This design comes from an exercise in tuning for small area and a short achievable clock period on the open sky130 flow, not from production work. Function was checked by simulation only, so behaviour that the tests miss may differ from the original. Power figures rest on the tool's default switching activity, not on a simulated workload.

### flow/config.mk
export PLATFORM = sky130hd
export DESIGN_NAME = mips_core
export DESIGN_NICKNAME = mips_core
export VERILOG_FILES = /design/flow/design.v
export SDC_FILE = /design/flow/constraint.sdc
export NUM_CORES = 4
export LEC_CHECK = 0
export CAP_MARGIN = 20
export CORE_MARGIN = 2
export CORE_UTILIZATION = 40
export SLEW_MARGIN = 20
### flow/constraint.sdc
create_clock -name core_clock -period 7.0 [get_ports {clk}]
set_input_delay 1.4000 -clock core_clock [delete_from_list [all_inputs] [get_ports {clk}]]
set_output_delay 1.4000 -clock core_clock [all_outputs]
set_load 0.01 [all_outputs]
### flow/design.v
module adder (out, in1, in2);
    input [31:0] in1 , in2;
    output [31:0] out;
    assign out = in1 + in2;
endmodule
module mux (out, in1 , in2, sel);
    input sel;
    input [31:0] in1,in2;
    output reg [31:0] out;
    always@(sel or in1 or in2)
    case (sel)
      0: out = in1;
      1: out = in2;
    endcase
endmodule
module miniMux (out, in1 , in2, sel);
    input sel;
    input [4:0] in1,in2;
    output reg [4:0] out;
    always@(sel or in1 or in2)
    case (sel)
      0: out = in1;
      1: out = in2;
    endcase
endmodule
module sign_extend(out, in);
    input [15:0] in;
    output reg [31:0] out;
    integer i;
    always@(in)
    begin
      for(i = 16 ; i < 32 ; i = i+1)
      begin
        out[i] = in[15];
      end
      out[15:0] = in;
    end
endmodule
module alu(out, zeroFlag, in1, in2, shamt, aluControl);
    input[31: 0] in1, in2;
    input[4: 0] shamt;
    input[3: 0] aluControl;
    output reg[31: 0] out;
    output reg zeroFlag;
    always @(in1, in2, shamt, aluControl)
    begin
        out = 0;
        zeroFlag = (in1 == in2);
        case (aluControl) 
        4'b 0000: out = in1 & in2  ;  
        4'b 0001: out = in1 | in2  ;   
        4'b 0010: out = in1 + in2  ;  
        4'b 0110: out = in1 - in2  ;  
        4'b 1000: begin out = in1 - in2; if (in1 == in2)   begin zeroFlag = 1;
                    end
                else  zeroFlag = 0; end    
        4'b 0111: out = ($signed(in1) < $signed(in2)) ? 1 : 0  ;  
        4'b 1111: out =  in2 << shamt;   
        4'b 1110: out = in2 >> shamt;     
        4'b 1011: begin out = in1 - in2; if (in1 == in2)   begin zeroFlag = 0;
                    end
                else zeroFlag = 1; end  
        default: out = 0;
        endcase 
    end 
endmodule
module alu_control(funct, AluOp, outp);
    input [5:0] funct;
    input [2:0] AluOp;
    output [3:0] outp;
    reg [3:0] outp;
    always @(funct or AluOp)
    begin
        case (AluOp)
        3'b000: outp = 4'b0010 ; 
        3'b001: outp = 4'b1000 ; 
        3'b010 : if (funct ==  6'b100000) begin  
                    outp=4'b0010 ;
                end
            else if ( funct== 6'b100010) begin  
                    outp=4'b0110 ;
                end
            else if ( funct==6'b100100) begin  
                    outp=4'b0000;
                end
            else if( funct== 6'b100101) begin  
                    outp=4'b0001;
               end
            else  if( funct==6'b101010) begin  
                 outp=4'b0111;  
                end
          else   if( funct==6'b 000000) begin     
                 outp= 4'b 1111; 
               end
         else if ( funct==6'b 000010) begin  
                outp= 4'b 1110;  
                end
         else outp = 4'b 0010;  
         3'b011: outp = 4'b1011 ;    
         3'b100: outp = 4'b0000 ;    
         3'b101: outp = 4'b0001 ;    
        default: outp = 4'b0010;
        endcase
    end
endmodule
module Control (RegDest, Branch, MemRead, MemtoReg, ALUOp, MemWrite, ALUSrc, RegWrite, OpCode);
output reg RegDest;
output reg Branch;
output reg MemRead;
output reg MemtoReg;
output reg MemWrite;
output reg ALUSrc;
output reg RegWrite;
output reg [2:0] ALUOp;
input [5:0] OpCode;
always @(OpCode)
begin
case(OpCode)
6'b000000 : begin RegDest= 1; Branch=0; MemRead=0; MemtoReg=0; MemWrite=0; ALUSrc=0; RegWrite=1; ALUOp=3'b010; end  
6'b001000 : begin RegDest= 0; Branch=0; MemRead=0; MemtoReg=0; MemWrite=0; ALUSrc=1; RegWrite=1; ALUOp=3'b000; end  
6'b100011 : begin RegDest= 0; Branch=0; MemRead=1; MemtoReg=1; MemWrite=0; ALUSrc=1; RegWrite=1; ALUOp=3'b000; end  
6'b101011 : begin RegDest= 0; Branch=0; MemRead=0; MemtoReg=1; MemWrite=1; ALUSrc=1; RegWrite=0; ALUOp=3'b000; end  
6'b001100 : begin RegDest= 0; Branch=0; MemRead=0; MemtoReg=0; MemWrite=0; ALUSrc=1; RegWrite=1; ALUOp=3'b100; end  
6'b001101 : begin RegDest= 0; Branch=0; MemRead=0; MemtoReg=0; MemWrite=0; ALUSrc=1; RegWrite=1; ALUOp=3'b101; end  
6'b000100 : begin RegDest= 0; Branch=1; MemRead=0; MemtoReg=0; MemWrite=0; ALUSrc=0; RegWrite=0; ALUOp=3'b001; end  
6'b000101 : begin RegDest= 0; Branch=1; MemRead=0; MemtoReg=0; MemWrite=0; ALUSrc=0; RegWrite=0; ALUOp=3'b011; end  
default   : begin RegDest= 0; Branch=0; MemRead=0; MemtoReg=0; MemWrite=0; ALUSrc=0; RegWrite=0; ALUOp=3'b000; end  
endcase
end
endmodule
module IDIFreg (instout, pcout, instruction, pc, reset, clock);
output reg[31:0] instout, pcout;
input  [31:0] instruction,pc;
input reset, clock;
always@(posedge clock)
begin
if (reset) instout<=32'b0; else instout<=instruction;
pcout<=pc;
end
endmodule
module IDEXreg ( pcOut, reg1Out, reg2Out, offsetOut, rtOut, rdOut, RegDestOut, ALUOpOut, ALUSrcOut, BranchOut, MemReadOut, MemWriteOut, RegWriteOut,MemtoRegOut, pc, reg1, reg2, offset, rt, rd, RegDest, ALUOp, ALUSrc, Branch, MemRead, MemWrite, RegWrite,MemtoReg, reset, clock);
output reg [31:0] pcOut, reg1Out, reg2Out, offsetOut;
output reg [4:0] rtOut, rdOut;
output reg [2:0] ALUOpOut;
output reg RegDestOut, ALUSrcOut, BranchOut, MemReadOut, MemWriteOut, RegWriteOut,MemtoRegOut; 
input [31:0] pc, reg1, reg2, offset;
input [4:0] rt, rd;
input [2:0] ALUOp;
input RegDest, ALUSrc, Branch, MemRead, MemWrite, RegWrite,MemtoReg, reset, clock; 
always@(posedge clock)
begin
pcOut<=pc;
reg1Out<=reg1;
reg2Out<=reg2;
offsetOut<=offset;
rtOut<=rt;
rdOut<=rd;
ALUOpOut<=ALUOp;
RegDestOut<=RegDest;
ALUSrcOut<=ALUSrc;
MemtoRegOut<=MemtoReg;
if (reset) begin
BranchOut<=0;
MemReadOut<=0;
MemWriteOut<=0;
RegWriteOut<=0;
end else begin
BranchOut<=Branch;
MemReadOut<=MemRead;
MemWriteOut<=MemWrite;
RegWriteOut<=RegWrite;
end
end
endmodule
module EXMEMreg (brachAdrOut, zeroOut, ALUresOut, RegValueOut, writeRegOut,BranchOut, MemReadOut, MemWriteOut, RegWriteOut,MemtoRegOut,brachAdr, zero, ALUres, RegValue, writeReg,Branch, MemRead, MemWrite, RegWrite,MemtoReg, reset, clock);
output reg[31:0] brachAdrOut, ALUresOut, RegValueOut; 
output reg[4:0] writeRegOut; 
output reg zeroOut,BranchOut, MemReadOut, MemWriteOut, RegWriteOut,MemtoRegOut;
input [31:0] brachAdr, ALUres, RegValue; 
input [4:0] writeReg; 
input zero,Branch, MemRead, MemWrite, RegWrite,MemtoReg, reset, clock;
always@(posedge clock)
begin
brachAdrOut<=brachAdr;
ALUresOut<=ALUres;
RegValueOut<=RegValue;
writeRegOut<=writeReg;
zeroOut<=zero;
MemtoRegOut<=MemtoReg;
if (reset) begin
BranchOut<=0;
MemReadOut<=0;
MemWriteOut<=0;
RegWriteOut<=0;
end else begin
BranchOut<=Branch;
MemReadOut<=MemRead;
MemWriteOut<=MemWrite;
RegWriteOut<=RegWrite;
end
end
endmodule
module MEMWBreg(ALUresOut, writeRegOut, RegWriteOut,MemtoRegOut, ALUres, writeReg, RegWrite,MemtoReg, reset, clock);
output  reg[31:0] ALUresOut;
output  reg[4:0] writeRegOut;
output  reg RegWriteOut,MemtoRegOut;
input [31:0] ALUres;
input [4:0] writeReg;
input RegWrite,MemtoReg, reset, clock;
always@(posedge clock)
begin
ALUresOut<=ALUres;
writeRegOut<=writeReg;
MemtoRegOut<=MemtoReg;
if (reset) RegWriteOut<=0; else RegWriteOut<=RegWrite;
end
endmodule
module register_file(clk, rs, rt, rd, regWrite, writeData, readData1, readData2);
input regWrite, clk;
input [4:0] rs, rt, rd;
input [31:0] writeData;
output reg [31:0] readData1, readData2;
reg [31:0] registers [31:0];
always @(*)
begin
     readData1 = (rs==0)? 32'b0:registers[rs];
     readData2 = (rt==0)? 32'b0:registers[rt];   
end
always @(posedge clk)
begin
    if(regWrite)
        registers[rd] <= writeData;
end
endmodule
module fetch(pc, pc_out, pcSrc, reset, clk, pc_branched );
input wire clk, reset, pcSrc; 
input wire [31:0] pc_branched;
wire [31:0] pcOut_mux, mux_pc;
wire [31:0] input_4 = 32'd4;
output reg [31:0] pc;
output wire [31:0] pc_out; 
always@(posedge clk) if (reset) pc <= 0; else pc <= mux_pc;
assign pc_out = pcOut_mux;
mux mux(mux_pc,pcOut_mux, pc_branched, pcSrc);
adder add(pcOut_mux, pc, input_4);
endmodule
module decode (clk, reset, pc, instructionIn, WriteReg, WriteData, RegWriteIn, RegDest, Branch, MemRead, MemtoReg, ALUOp, 
	MemWrite,ALUSrc,RegWriteOut, pcOut, readData1, readData2, signExtendOut, instruction2016, instruction1511);
input clk, reset, RegWriteIn;
input [31:0] pc, instructionIn, WriteData;
input [4:0] WriteReg;
output RegDest, Branch, MemRead, MemtoReg, MemWrite, ALUSrc, RegWriteOut;
output [2:0] ALUOp;
output [31:0] pcOut, readData1, readData2, signExtendOut;
output [4:0] instruction2016, instruction1511;
wire [31:0] instruction;
IDIFreg if_id(instruction, pcOut, instructionIn, pc, reset, clk);
Control ctrl(RegDest, Branch, MemRead, MemtoReg, ALUOp, MemWrite, ALUSrc, RegWriteOut, instruction[31:26]);
register_file rf(clk, instruction[25:21], instruction[20:16], WriteReg, RegWriteIn, WriteData, readData1, readData2);
sign_extend se(signExtendOut, instruction[15:0]);
assign instruction2016= instruction[20:16];
assign instruction1511= instruction[15:11];
endmodule
module ex (brachAdr,zero, ALUres, reg21, writeReg,BranchOut, MemReadOut, MemWriteOut, RegWriteOut,MemtoRegOut,pc, reg1, reg2, offset, rt, rs, RegDest, ALUOp, ALUSrc, Branch, MemRead, MemWrite, RegWrite,MemtoReg, reset, clock);
output [31:0] brachAdr,ALUres,reg21;
output [4:0] writeReg;
output zero,BranchOut, MemReadOut, MemWriteOut, RegWriteOut,MemtoRegOut;
input [31:0] pc, reg1, reg2, offset;
input [4:0] rt, rs;
input [2:0] ALUOp;
input RegDest, ALUSrc, Branch, MemRead, MemWrite, RegWrite,MemtoReg, reset, clock;
wire [4:0] rt1, rs1;
wire [5:0] func;
wire [2:0] ALUOp1;
wire [3:0] aluControl;
wire [31:0] mulof,aluin,immin,pc1, reg11, reg21, offset1;
wire RegDest1, ALUSrc1;
IDEXreg regesters(pc1, reg11, reg21, offset1, rt1, rs1, RegDest1, ALUOp1, ALUSrc1, BranchOut, MemReadOut, MemWriteOut, RegWriteOut,MemtoRegOut,pc, reg1, reg2, offset, rt, rs, RegDest, ALUOp, ALUSrc, Branch, MemRead, MemWrite, RegWrite,MemtoReg, reset, clock);
assign mulof=offset1*4;
adder addBrachAdress(brachAdr,pc1,mulof);
assign immin = ALUOp1[2] ? {16'b0, offset1[15:0]} : offset1;
mux m1(aluin,reg21,immin,ALUSrc1);
assign func=offset1[5:0];
alu_control c1(func, ALUOp1, aluControl);
alu alu1(ALUres, zero, reg11, aluin, offset1[10:6], aluControl);
miniMux m2(writeReg,rt1,rs1,RegDest1);
endmodule
module memory(ALUres_out, writeData_out, memRead_out, memWrite_out, rd_out, WB_out, branch, branchAddr_out, branch_in, memWrite, memRead, regWrite, memToReg, branchAddr, zero, ALUres, writeData, rd, reset, clk);
input branch_in, memWrite, memRead, regWrite, memToReg, zero, reset, clk;
input [31:0] branchAddr, ALUres, writeData;
input [4:0] rd;
output wire [31:0] ALUres_out, branchAddr_out, writeData_out;
output wire [4:0] rd_out;
output wire [1:0] WB_out;
output wire branch, memWrite_out, memRead_out;
wire branch_out, PCSrc_out, memToReg_out, zero_out, regWrite_out;
assign WB_out = {regWrite_out, memToReg_out};
EXMEMreg mem(branchAddr_out, zero_out, ALUres_out, writeData_out, rd_out, branch_out, memRead_out, memWrite_out, regWrite_out,memToReg_out,
                branchAddr, zero, ALUres, writeData, rd, branch_in, memRead, memWrite, regWrite, memToReg, reset, clk);
assign branch = zero_out & branch_out;
endmodule
module writeback(writeData, rd_out, regWrite, ALUres, readData, rd, regWrite_out, memToReg, reset, clk);
input clk, reset, regWrite, memToReg;
input [31:0] readData, ALUres;
input [4:0] rd;
wire [31:0] ALUres_out;
wire memToReg_out;
output wire [4:0] rd_out;
output wire regWrite_out;
output wire [31:0] writeData;
MEMWBreg wb(ALUres_out, rd_out, regWrite_out, memToReg_out, ALUres, rd, regWrite, memToReg, reset, clk);
mux m (writeData, ALUres_out, readData, memToReg_out);
endmodule
module mips_core(clk, rst, imem_addr, imem_rdata, dmem_addr, dmem_wdata, dmem_we, dmem_re, dmem_rdata);
input clk, rst;
output [31:0] imem_addr;
input [31:0] imem_rdata;
output [31:0] dmem_addr, dmem_wdata;
output dmem_we, dmem_re;
input [31:0] dmem_rdata;
wire[31:0] pc_out_fetch, pc_out_IDIF, pc_branched,writeData,pc_out_to_ex,readData1, readData2,signExtendOut,branchAddr,
    ALUres, writeData_to_mem, ALUres_out_toWB;
wire[4:0] WriteReg,instruction2016, instruction1511,rd_out_toWB, writeReg_to_mem;
wire [2:0] ALUOp;
wire [1:0] WB_out;
wire pcSrc, RegDest, Branch, MemRead, MemtoReg, MemWrite, ALUSrc, RegWriteOut_toEx, zero, branch_out_to_mem, memRead_to_mem,
    memWrite_to_mem, RegWriteOut_toMem, memToReg, regWrite_wb_to_decode;
fetch fet(imem_addr, pc_out_fetch, pcSrc, rst, clk, pc_branched);
decode dec(clk, rst, pc_out_fetch, imem_rdata, WriteReg, writeData, regWrite_wb_to_decode, RegDest, Branch, MemRead, MemtoReg, ALUOp, 
	MemWrite,ALUSrc,RegWriteOut_toEx, pc_out_to_ex, readData1, readData2, signExtendOut, instruction2016, instruction1511);
ex ex(branchAddr,zero, ALUres, writeData_to_mem, writeReg_to_mem,branch_out_to_mem, memRead_to_mem, memWrite_to_mem, 
RegWriteOut_toMem,memToReg,pc_out_to_ex, readData1, readData2, signExtendOut, instruction2016, instruction1511, RegDest, ALUOp, ALUSrc, Branch, 
MemRead, MemWrite, RegWriteOut_toEx,MemtoReg, rst, clk);
memory mem(dmem_addr, dmem_wdata, dmem_re, dmem_we, rd_out_toWB, WB_out, pcSrc, pc_branched, branch_out_to_mem, memWrite_to_mem, 
memRead_to_mem, RegWriteOut_toMem, memToReg, branchAddr, zero, ALUres, writeData_to_mem, writeReg_to_mem, rst, clk);
writeback wb(writeData, WriteReg, WB_out[1], dmem_addr, dmem_rdata, rd_out_toWB, regWrite_wb_to_decode, WB_out[0], rst, clk);
endmodule
### flow/run.sh
#!/bin/bash
# synth_recipe.tcl (not shown) runs the flow's synth.tcl, then flattens the netlist and writes it again
# the make line also repeats each setting of config.mk as NAME=value (left out here)
make -C /OpenROAD-flow-scripts/flow DESIGN_CONFIG=/design/flow/config.mk WORK_HOME=/design/flow/orfs CLKGATE_MAP_FILE= SYNTH_SCRIPT=/design/flow/synth_recipe.tcl finish
==> summary.txt <==
Yosys cell counts, types with 13 or more instances:
library cell and instances:
and3_1 18, nand2b_1 39, o211ai_1 47, clkbuf_1 210, o221ai_1 62, mux4_2 445
a211oi_1 82, o21ai_0 99, nand4_1 14, buf_1 67, nand3_1 55, xnor2_1 48
a21oi_1 181, xor2_1 21, nor2b_1 62, mux2i_1 292, a221oi_1 76, nor3_1 95
edfxtp_1 1024, nor2_1 308, buf_2 50, ha_1 126, o21bai_1 20, or3_1 15
o22ai_1 87, a211o_1 33, a221o_1 17, a31oi_1 13, nand2_1 158, dfxtp_1 369
a21o_1 25, mux2_2 149, inv_1 108
through the flow:
| stage | std cells | total power [W] |
|---|---|---|
| after floorplan | 4605 | 0.0127 |
| after global placement | 6727 | 0.0145 |
| after detailed placement | 6727 | 0.0145 |
| after CTS | 6997 | 0.0221 |
| after global routing | 6997 | 0.0228 |
| final | 7000 | 0.0220 |
state kept, by name, indices dropped and copies added, names as in the netlist, 3 cells and up:
| name | cells |
|---|---|
| ex.regesters.reg2Out | 32 |
| wb.wb.ALUresOut | 32 |
| mem.mem.ALUresOut | 32 |
| mem.mem.writeRegOut | 5 |
| ex.regesters.pcOut | 32 |
| dec.rf.registers | 1024 |
| fet.pc | 32 |
| wb.wb.writeRegOut | 5 |
| dec.if_id.instout | 32 |
| ex.regesters.ALUOpOut | 3 |
| mem.mem.brachAdrOut | 32 |
| mem.mem.RegValueOut | 32 |
| ex.regesters.rdOut | 4 |
| ex.regesters.offsetOut | 12 |
| ex.regesters.rtOut | 5 |
| dec.if_id.pcout | 32 |
| ex.regesters.reg1Out | 32 |
placed cells by master, fill, tap and decap left out, drive strengths merged, types with 10 or more instances in the layout:
cell	Yosys	routed
and3	18	18
a211o	33	33
o211ai	47	47
xor2	21	21
clkinv	1	61
mux2	149	149
and2	10	10
a221oi	76	76
nand2b	39	39
a211oi	83	83
nor4	11	11
nor2b	62	62
a21oi	181	181
a31oi	13	13
xnor2	48	48
buf	121	102
mux4	446	446
o221ai	63	63
nand3	55	55
a21o	25	25
o21bai	20	20
nand2	158	158
nor3	96	96
inv	111	117
edfxtp	1024	1024
dfxtp	369	369
o22ai	87	87
o21ai	99	99
ha	126	126
mux2i	292	292
nand4	14	14
clkdlybuf4s50	0	162
nor2	309	309
or3	15	15
a221o	17	17
clkbuf	210	197
cells by family (layout without fill, tap and decap cells):
logic type | Yosys count | in the layout | share of synthesized area (%)
flip-flops | 1393 | 1393 | 57.2
multiplexers | 887 | 887 | 22.0
AO/OA/AOI/OAI | 854 | 854 | 8.99
AND/OR/NAND/NOR | 830 | 830 | 5.87
buffers and inverters | 443 | 646 | 2.62
adder cells (fa/ha/maj) | 129 | 129 | 2.45
XOR/XNOR | 69 | 69 | 0.906
other | 0 | 3 | 0
power groups by stage:
stage | clock, W | combinational, W | sequential (W)
after floorplan | 0 | 0.00231 | 0.0103
after global placement | 0 | 0.00385 | 0.0106
after detailed placement | 0 | 0.00386 | 0.0106
after CTS | 0.00774 | 0.00388 | 0.0105
after global routing | 0.00805 | 0.00420 | 0.0105
final | 0.00763 | 0.00393 | 0.0105
layout make-up:
cell class / count / area [sq um] / area share (%)
repair buffers: 264 / 2500 / 3.31
multi-input cells: 2769 / 27100 / 35.8
flip-flops and latches: 1393 / 38200 / 50.5
inverters: 112 / 420 / 0.556
clock buffers: 197 / 4090 / 5.41
clock inverters: 73 / 594 / 0.786
diodes: 3 / 7.51 / 0.00993
well taps: 2189 / 2740 / 3.62
per-layer routing:
layer / vias to the layer above / GRT usage [%] / share of wire [%]
li1: 18600 / - / -
met1: 23100 / 35.6 / 39
met2: 2428 / 42.1 / 46
met3: 496 / 6.13 / 9.8
met4: 10 / 11.0 / 4.5
met5: - / 0 / 0.025
worst max path at each step:
stage	startpoint	cells past startpoint	end
after CTS	ex.regesters.ALUSrcOut	13	mem.mem.ALUresOut[28]
after detailed placement	ex.regesters.ALUSrcOut	11	mem.mem.ALUresOut[28]
after global routing	ex.regesters.ALUSrcOut	11	mem.mem.ALUresOut[30]
after global placement	ex.regesters.ALUSrcOut	11	mem.mem.ALUresOut[28]
after floorplan	ex.regesters.offsetOut[15]	18	mem.mem.ALUresOut[27]
final	ex.regesters.ALUSrcOut	11	mem.mem.ALUresOut[28]
==> flow_metrics.tcl <==
set metrics [dict create \
    tightest_slew_ps 1180 \
    syn_inst 4605 \
    critPathSlowestCell "dfxtp_2" \
    timing.final.crit_period_ps 5030 \
    fmax_mhz 199 \
    post_cts_buffers 0 \
    ant_nets 0 \
    hold_path_depth 0 \
    core_area_sq_mm 0.165 \
    critical_path_class "register to register" \
    r2r-end "mem.mem.ALUresOut[28]" \
    synth_fp_nets 4800 \
    maxSlewViolCount 0 \
    seq_area_frac_synth_pct 57.2 \
    slowest_delay_ps 780 \
    wirelength_mm 230 \
    p_int_w 0.0156 \
    yosys_warnings 12 \
    crit_fanout 47 \
    postCtsHoldBufs 0 \
    root_buffer "clkbuf_16" \
    r2r_cells 11 \
    synth-edff-count 1024 \
    p_sw_w 0.00644 \
    slew_headroom_pct 20.5 \
    dieHeight_um 412 \
    crit_chain "buf_4, mux2_2, inv_1, ha_1, nand3_1, o31ai_1, a41o_1, nor4b_1, o41a_1, mux2i_1, o311ai_1" \
    cts.sinks 1393 \
    hp-class "register to register" \
    path_buf_inv 2 \
    detailed_place_hpwl_mm 139 \
    clock_power_share_pct 34.6 \
    grt_usage_pct 26.7 \
    via_count 44600 \
    ys_async_sr_fraction_pct 0 \
    synth_seq_cells 1393 \
    synth.top_cell.area_share_pct 46.1 \
    setup_tns_ps 0 \
    synth.area.top_cells "edfxtp_1 46%, mux4_2 15%, dfxtp_1 11%" \
    clk-insertion-delay-late_ps 800 \
    fin_area_sq_mm 0.0756 \
    final-setup-viol-count 0 \
    syn_area_per_cell_sq_um 14.5 \
    worstReg2RegStart "ex.regesters.ALUSrcOut" \
    hold_ws_ps 321 \
    cts_max_level 4 \
    rows 149 \
    drt_iter0_drc 5704 \
    path_delay_family "compound AO/OA/AOI/OAI gates" \
    skew_ps 42.1 \
    p_leak_nw 25.2 \
    combPwrFrac_pct 17.8 \
    powerDensity_mw_per_mm2 291 \
    clkTransAtPathRegs_ps 70 \
    grt_max_degree 109 \
    rsz0062_at_grt "false" \
    port_buffers 163 \
    die_w_um 412 \
    worstPathRequired_ps 7650 \
    drcViolationCount 0 \
    fillCellCount 14500 \
    area_delta_synth_final_pct 13.4 \
    timing.max_cap.violations 0 \
    place_congestion 0.979 \
    crit_path_end_kind "register" \
    drive_above_1_share_pct 20.9 \
    drt_pass1_iterations 5 \
    netlist_area_sq_mm 0.0667 \
    p_sw_share_pct 29.2 \
    dpl_cell_area_sq_mm 0.0709 \
    place_ws_ps 2220 \
    pin_count 164 \
    die_area_sq_mm 0.170 \
    r2r_slack_ps 1970 \
    synth_cell_type_count 88 \
    synthFlopType "edfxtp_1" \
    fin_ws_ps 1970 \
    hold_viol_final 0 \
    grt_pass1_wl_mm 324 \
    status "no timing/DRC/antenna violations" \
    start_util_pct 40.4 \
    fin_nets 4882 \
    p_seq_share_pct 47.6 \
    peakVddDrop_uv 256 \
    overflow 0 \
    grt_pass1_vias 43700 \
    wl_per_cell_um 32.8 \
    start_kind "register" \
    worstPathArrival_ps 5680 \
    antenna_found_initial 20 \
    numCtsBuffers 147 \
    fin_util_pct 45.8 \
    synth.largest_area_cell "edfxtp_1" \
    hold_end "ex.regesters.pcOut[18]" \
    cts_tree "done" \
    cts_buffer_depth 3 \
    min_from "dec.if_id.pcout[18]" \
    cts_resized 0 \
    period_share_pct 71.8 \
    vias_per_cell 6.37 \
]

-- afterwards: timing with drivers on the ports --
Ports are ideal in the flow. The routed layout listed here was re-timed in OpenROAD.
Step 1 sets driving cells, clkbuf_16 on the clock port and buf_2 on the other inputs (assumed; they add their load-dependent delay and slew).
Step 2 moves the port delays by t, midway between the first and last clock arrival at a register: inputs arrive t later, outputs are due t later. That takes back most of the time a late clock gives input paths.
Slacks: ideal / step 1 / step 2; pairs: ideal / step 1.
t (ns): 0.867
setup WS [ns]: 1.972 / 1.972 / 1.972
clock arrival spread, ns: 0.043 / 0.044
After both steps setup and hold are still met in this run. The setup slack of this run moves by 0.000 ns with the drivers and by 0.000 ns with both steps.
